This is an optimization exercise on Yosys and OpenROAD, whose aim is small area, not a production implementation. Only simulation tests tie the RTL to the original design; equivalence was not proved. Power is estimated from default activity; no workload was simulated.

## run.sh

```bash
#!/bin/bash
# synth_recipe.tcl (not shown) runs the flow's synth.tcl, then flattens the netlist and writes it again
# the make line also repeats each setting of config.mk as NAME=value (left out here)
make -C /OpenROAD-flow-scripts/flow DESIGN_CONFIG=/design/flow/config.mk WORK_HOME=/design/flow/orfs CLKGATE_MAP_FILE= SYNTH_SCRIPT=/design/flow/synth_recipe.tcl finish
```

## config.mk

```make
export PLATFORM = sky130hd
export DESIGN_NAME = soc_periph
export DESIGN_NICKNAME = soc_periph
export VERILOG_FILES = /design/flow/design.v
export SDC_FILE = /design/flow/constraint.sdc
export NUM_CORES = 4
export LEC_CHECK = 0
export CAP_MARGIN = 20
export CORE_MARGIN = 2
export CORE_UTILIZATION = 40
export SLEW_MARGIN = 20
```

## constraint.sdc

```tcl
create_clock -name core_clock -period 6.0 [get_ports {clk}]
set_input_delay 1.2000 -clock core_clock [delete_from_list [all_inputs] [get_ports {clk}]]
set_output_delay 1.2000 -clock core_clock [all_outputs]
set_load 0.01 [all_outputs]
```

## design.v

```verilog
`timescale 1ns / 1ps
module addr_decoder #(
        NUM_INPUTS = 2
    ) (
        input  logic [31:0] adr_i,
        input  logic [NUM_INPUTS-1:0][63:0] rules,
        output logic [NUM_INPUTS-1:0] input_select
    );
    always_comb begin
        integer i;
        for (i = 0; i < NUM_INPUTS; i++) begin
            logic [31:0] prefix, mask;
            {prefix, mask} = rules[i];
            input_select[i] = ~|((adr_i & mask) ^ prefix);
        end
    end
endmodule
`timescale 1ns / 1ps
module clint (
        input clk,
        input rst_n,
        input  logic        wb_cyc_i,
        input  logic        wb_stb_i,
        input  logic        wb_we_i,
        input  logic [15:0] wb_adr_i,
        input  logic [3:0]  wb_sel_i,
        input  logic [31:0] wb_dat_i,
        output logic [31:0] wb_dat_o,
        output logic        wb_ack_o,
        output logic software_int,
        output logic timer_int
    );
    logic [31:0] msip_q, msip_n;
    logic [31:0] mtime_q, mtime_n;
    logic [31:0] mtimeh_q, mtimeh_n;
    logic [31:0] mtimecmp_q, mtimecmp_n;
    logic [31:0] mtimecmph_q, mtimecmph_n;
    logic [63:0] mtime, mtimecmp;
    assign mtime = {mtimeh_q, mtime_q};
    assign mtimecmp = {mtimecmph_q, mtimecmp_q};
    typedef enum logic [15:0] {
        MSIP      = 16'h0000,
        MTIME     = 16'h4000,
        MTIMEH    = 16'h4004,
        MTIMECMP  = 16'hBFF8,
        MTIMECMPH = 16'hBFFC
     } clint_addr_e;
    assign wb_ack_o = wb_cyc_i & wb_stb_i;
    always_comb begin : reg_read
        unique case (wb_adr_i)
            MSIP:      wb_dat_o = {31'b0, msip_q[0]};
            MTIME:     wb_dat_o = mtime_q;
            MTIMEH:    wb_dat_o = mtimeh_q;
            MTIMECMP:  wb_dat_o = mtimecmp_q;
            MTIMECMPH: wb_dat_o = mtimecmph_q;
            default:   wb_dat_o = '0;
        endcase
    end
    always_comb begin : setup_reg_write
        integer i;
        msip_n      = msip_q;
        mtimecmp_n  = mtimecmp_q;
        mtimecmph_n = mtimecmph_q;
        {mtimeh_n, mtime_n} = mtime + 1;
        for (i = 0; i < 4; i++) begin
            logic we;
            we = wb_cyc_i & wb_stb_i & wb_we_i & wb_sel_i[i];
            unique case (wb_adr_i)
                MSIP:      if (we) msip_n[0] = wb_dat_i[0];
                MTIME:     if (we) mtime_n[8*i +: 8] = wb_dat_i[8*i +: 8];
                MTIMEH:    if (we) mtimeh_n[8*i +: 8] = wb_dat_i[8*i +: 8];
                MTIMECMP:  if (we) mtimecmp_n[8*i +: 8] = wb_dat_i[8*i +: 8];
                MTIMECMPH: if (we) mtimecmph_n[8*i +: 8] = wb_dat_i[8*i +: 8];
                default: ;
            endcase
        end
    end
    always_ff @(posedge clk or negedge rst_n) begin : reg_write
        if (~rst_n) begin
            msip_q      <= '0;
            mtime_q     <= '0;
            mtimeh_q    <= '0;
            mtimecmp_q  <= '0;
            mtimecmph_q <= '0;
        end else begin
            msip_q      <= msip_n;
            mtime_q     <= mtime_n;
            mtimeh_q    <= mtimeh_n;
            mtimecmp_q  <= mtimecmp_n;
            mtimecmph_q <= mtimecmph_n;
        end
    end
    assign software_int = msip_q[0];
    assign timer_int = mtime >= mtimecmp;
endmodule
`timescale 1ns/1ps
module led_driver (
    input clk,
    input rst_n,
    input logic         wb_cyc_i,
    input logic         wb_stb_i,
    input logic         wb_we_i,
    output logic        wb_ack_o,
    input  logic [3:0]  wb_sel_i,
    input  logic [1:0]  wb_adr_i,
    input  logic [31:0] wb_dat_i,
    output logic [31:0] wb_dat_o,
    output logic [7:0] leds
);
    logic [7:0] register [4];
    always_ff @(posedge clk) begin
        wb_ack_o <= 0;
        if (wb_cyc_i & wb_stb_i & ~wb_ack_o) begin
            integer i;
            for (i = 0; i < 4; i++) begin
                if (wb_we_i & wb_sel_i[i])
                    register[i] <= wb_dat_i[8*i +: 8];
            end
            wb_dat_o <= {register[3], register[2], register[1], register[0]};
            wb_ack_o <= 1;
        end
    end
    assign leds = register[0];
endmodule
`timescale 1ns / 1ps
module soc_periph (
        input clk,
        input rst_n,
        input  logic        wb_cyc_i,
        input  logic        wb_stb_i,
        input  logic        wb_we_i,
        input  logic [3:0]  wb_sel_i,
        input  logic [31:0] wb_adr_i,
        input  logic [31:0] wb_dat_i,
        output logic [31:0] wb_dat_o,
        output logic        wb_ack_o,
        output logic        timer_int,
        output logic        software_int,
        output logic [7:0]  leds
    );
    logic clint_ack_o;
    logic [31:0] clint_dat_o;
    clint clint (
        .clk ,
        .rst_n,
        .wb_cyc_i (wb_cyc_i),
        .wb_stb_i (wb_stb_i & clint_sel),
        .wb_we_i  (wb_we_i),
        .wb_adr_i (wb_adr_i[15:0]),
        .wb_sel_i (wb_sel_i),
        .wb_dat_i (wb_dat_i),
        .wb_dat_o (clint_dat_o),
        .wb_ack_o (clint_ack_o),
        .software_int,
        .timer_int
    );
    logic led_ack_o;
    logic [31:0] led_dat_o;
    led_driver led_driver (
        .clk,
        .rst_n,
        .wb_cyc_i (wb_cyc_i),
        .wb_stb_i (wb_stb_i & led_sel),
        .wb_we_i  (wb_we_i),
        .wb_ack_o (led_ack_o),
        .wb_sel_i (wb_sel_i),
        .wb_adr_i (wb_adr_i[1:0]),
        .wb_dat_i (wb_dat_i),
        .wb_dat_o (led_dat_o),
        .leds
    );
    localparam logic [31:0] CLINT_BASE = 32'h0200_0000;
    localparam logic [31:0] CLINT_MASK = 32'hFFFF_0000;
    localparam logic [31:0] LED_BASE = 32'h0201_0000;
    localparam logic [31:0] LED_MASK = 32'hFFFF_FFFC;
    logic clint_sel, led_sel;
    addr_decoder #(
        .NUM_INPUTS(2)
    ) decoder (
        .adr_i           (wb_adr_i),
        .rules({
            CLINT_BASE,
            CLINT_MASK,
            LED_BASE,
            LED_MASK
        }),
        .input_select({
            clint_sel,
            led_sel
        })
    );
    always_comb begin : wb_dat_o_mux
        wb_dat_o = '0;
        if (clint_sel)
            wb_dat_o = clint_dat_o;
        if (led_sel)
            wb_dat_o = led_dat_o;
    end
    assign wb_ack_o = clint_ack_o | led_ack_o;
endmodule
```

==> impl_metrics.csv <==
group,metric,value,unit
synthesis,ys_async_sr_fraction,66.5,%
worst_setup_path,crit_chain,"clkdlybuf4s50_1 -> nor4_2 -> nand4_2 -> nor3_4 -> buf_4 -> a222oi_1 -> o21ai_0 -> clkdlybuf4s50_1",
die,io_pins,116,
clock_network,cts_setup_buffers,0,
sta,setup_tns,0,ns
clock_network,cts-resized-gates,0,
cells_and_area,final_cell_count_no_fill,1559,
clock_network,htreeDepth,4,
clock_network,clockBufferDepth,2,
global_route,use_met1,31.0,%
clock_network,numCtsBuffers,17,
global_route,use_met3,3.33,%
sta,timing.final.crit_share,86.7,%
placement,port-buffer-count,115,
job,max_cap_violations,0,
global_route,grt_max_degree,62,
synthesis,synth_cells,1062,
cells_and_area,finish.utilization,48.1,%
worst_hold_path,hp-class,"flip-flop to flip-flop",
synthesis,synth_area_per_cell,10.5,sq um
synthesis,synth_flop_cell,"dfrtp_1",
sta,maxSlewViolCount,0,
clock_network,clock_latency,0.44,ns
sta,slew_headroom,33.0,%
global_route,grt_use_total,22.6,%
global_route,use_met2,37.1,%
worst_setup_path,critPathLaunchType,"input pin",
worst_setup_path,ff2ff_setup_slack,3.20,ns
cells_and_area,fill_cells,2580,
pwr,p_per_area,202,nW/um^2
die,core-area,27600,sq um
die,row_count,61,
sta,worstMarginPinSlew,1.00,ns
sta,hold_ws,0.417,ns
cells_and_area,nets,1306,
placement,dpl_cell_area,12600,sq um
clock_network,cts_root_buffer,"clkbuf_16",
cells_and_area,antennaDiodeCount,0,
worst_setup_path,r2r_end,"clint.mtimeh_q[22]",
worst_setup_path,slowest_stage,"clkdlybuf4s50_1",
routing,routedWlPerCell,20.3,um
die,start_util,40.4,%
clock_network,cts_tree,"done",
routing,drc,0,
cells_and_area,regArea,5170,sq um
worst_setup_path,path_delay_family,"buffers and inverters",
die,die_x,171,um
clock_network,clkSinkCount,194,
synthesis,ys_seq_area_share,46.5,%
worst_hold_path,whs_endpoint,"led_driver.wb_dat_o[15]",
routing,drt_iter0_drc,694,
placement,dp.cells,1526,
sta,hold_violations,0,
synthesis,synth-edff-count,64,
worst_setup_path,cp_common_cell,"clkdlybuf4s50_1",
clock_network,clk_pin_slew,0.07,ns
cells_and_area,drive_above_1_share,8.98,%
die,die-area,29100,sq um
worst_setup_path,cp-startpoint,"wb_adr_i[3]",
cells_and_area,final_cell_mix,"dfrtp_1 (129), clkdlybuf4s50_1 (113), nand2_1 (98)",
global_route,overflow,0,
cells_and_area,finalInstanceArea,13300,sq um
worst_setup_path,cp.required,4.80,ns
worst_setup_path,worst-path-buf-inv,3,
run_status,status,"timing/DRC/antenna clean",
cells_and_area,area_delta_synth_final,19.2,%
clock_network,ctsHoldBuffers,0,
pwr,max-vdd-ir-drop,0.000129,V
worst_setup_path,reg2regPathDepth,8,
worst_setup_path,worstSetupPathType,"input pin to output port",
worst_setup_path,reg2reg_from,"clint.mtime_q[0]",
sta,fin_crit,5.20,ns
worst_setup_path,cpPeakStageDelay,0.57,ns
sta,skew,0.0115,ns
worst_hold_path,hp-start,"led_driver.register[1][7]",
routing,vias,8619,
global_route,grt_pass1_wl,50200,um
synthesis,ys_types,59,
routing,drt-total-wl,31600,um
global_route,antenna_found_initial,0,
routing,ant_nets,0,
worst_setup_path,cp_max_fo,36,
cells_and_area,final_common_cell,"dfrtp_1",
global_route,grt_pass1_vias,8725,
synthesis,ys_ff_latch,194,
worst_hold_path,hold_depth,0,
cells_and_area,multiInputGateArea,5500,sq um
placement,place_congestion,0.860,
synthesis,syn-num-nets,1200,
synthesis,syn_area,11100,sq um
global_route,top_usage_layer,"met2",
die,chipHeight,171,um
synthesis,yosysWarnings,5,
worst_setup_path,arrival,4.00,ns
sta,fmax,192,MHz
worst_setup_path,setup.worst_path.end_class,"output port",
sta,grt_setup_unrepaired,"no",
placement,dp_hpwl,22400,um
sta,finalSetupViolations,0,
routing,viasPerCell,5.53,
pwr,p_leak,0.00533,uW
routing,firstDrtPassIters,7,
-- worst reg2reg max path, delay by kind of cell (launching register included) --
kind / cells / cell delay (ns)
XOR/XNOR: 1 / 0.18
flip-flops: 1 / 0.45
AND/OR/NAND/NOR: 4 / 1.22
adder cells (fa/ha/maj): 1 / 0.28
buffers and inverters: 1 / 0.33
multiplexers: 1 / 0.26
-- worst max path at each step --
stage                    to  slack, ns  cells past startpoint
3_3_place_gp    wb_dat_o[7]       0.88                      7
2_1_floorplan  wb_dat_o[10]       2.01                      6
6_report       wb_dat_o[20]       0.80                      8
4_1_cts        wb_dat_o[20]       0.81                      8
5_1_grt        wb_dat_o[20]       0.63                      8
3_5_place_dp   wb_dat_o[20]       0.81                      8
-- layer usage --
layer,vias up,part of all wire [%]
met5,-,0
met4,0,1.9
met3,42,4.5
met2,227,48
met1,4247,46
li1,4103,-
-- synth_stat cells (all sizes together) (5+ instances only) --
| cell | instances | area share (%) |
|---|---|---|
| a21o | 5 | 0.34 |
| a21oi | 70 | 3.2 |
| a221oi | 9 | 0.71 |
| a222oi | 24 | 2.2 |
| and2 | 6 | 0.34 |
| and3 | 22 | 1.2 |
| and4 | 11 | 0.87 |
| buf | 22 | 1.2 |
| clkbuf | 19 | 0.64 |
| dfrtp | 129 | 29 |
| edfxtp | 64 | 17 |
| ha | 65 | 7.3 |
| inv | 68 | 2.3 |
| mux2 | 77 | 8.1 |
| mux2i | 8 | 0.72 |
| nand2 | 105 | 4.0 |
| nand3 | 29 | 1.4 |
| nand4 | 48 | 3.5 |
| nand4b | 5 | 0.39 |
| nor2 | 82 | 2.9 |
| nor3 | 10 | 0.65 |
| nor4 | 16 | 1.5 |
| o21ai | 77 | 3.5 |
| xnor2 | 22 | 1.7 |
| xor2 | 40 | 3.2 |
-- metrics by stage --
step           total power, uW  worst slack, ns
5_1_grt                   2770            0.633
6_report                  2680            0.795
4_1_cts                   2700            0.809
3_5_place_dp              1500            0.810
2_1_floorplan             1410             2.01
3_3_place_gp              1500            0.884
-- state kept, by name, indices dropped and copies added (netlist names) --
signal	cells
led_driver.wb_ack_o	1
clint.mtimecmph_q	32
clint.mtimecmp_q	32
clint.mtimeh_q	32
clint.mtime_q	32
led_driver.wb_dat_o	32
clint.msip_q	1
led_driver.register	32
-- cells by family (layout without fill, tap and decap cells) --
group	Yosys count	after routing	share of synthesized area [%]
and+or+nand+nor	350	350	17.8
adders and majority gates	65	65	7.31
buffers and inverters	109	228	4.10
DFF	194	194	46.5
xor gates and xnor gates	62	62	4.88
AOI/OAI and AO/OA	197	197	10.7
muxes	85	85	8.79
-- where the power goes --
part	leakage (uW)	total (uW)	switching, uW	internal [uW]
clock	0.000292	1210	542	664
sequential	0.00232	1360	0.0000693	1360
combinational	0.00272	109	62.2	47.3
-- final cells by class --
class,instances,area share [%]
Timing Repair Buffer,128,9.39
Clock inverter,14,1.33
Clock buffer,18,3.24
Inverter,68,1.93
Sequential cell,194,39.0
Tap cell,378,3.57
Multi-Input combinational cell,759,41.5

==> port drivers added, routing unchanged <==
The results above use ideal ports. As a check the final layout listed here was re-extracted and re-timed, cells and wires unchanged. Step 1 (the two cells are an assumption about what drives the block):
set clk [get_ports {clk}]
set_driving_cell -lib_cell sky130_fd_sc_hd__clkbuf_16 $clk
set_driving_cell -lib_cell sky130_fd_sc_hd__buf_2 [delete_from_list [all_inputs] $clk]
Step 2, shift: input delay + t, output delay - t, t = (earliest + latest rising clock arrival at the registers) / 2. This alone moves slack from input paths to output paths. a / b / c = ideal / step 1 / step 2; a / b = the first two.
shift t [ns]: 0.479
setup WS [ns]: 0.795 / 0.773 / 0.773
slew at the worst register clock pin (ns): 0.08 / 0.08
After both steps this run still meets setup and hold. The setup slack of this run moves by -0.022 ns with the drivers and by -0.022 ns with both steps.
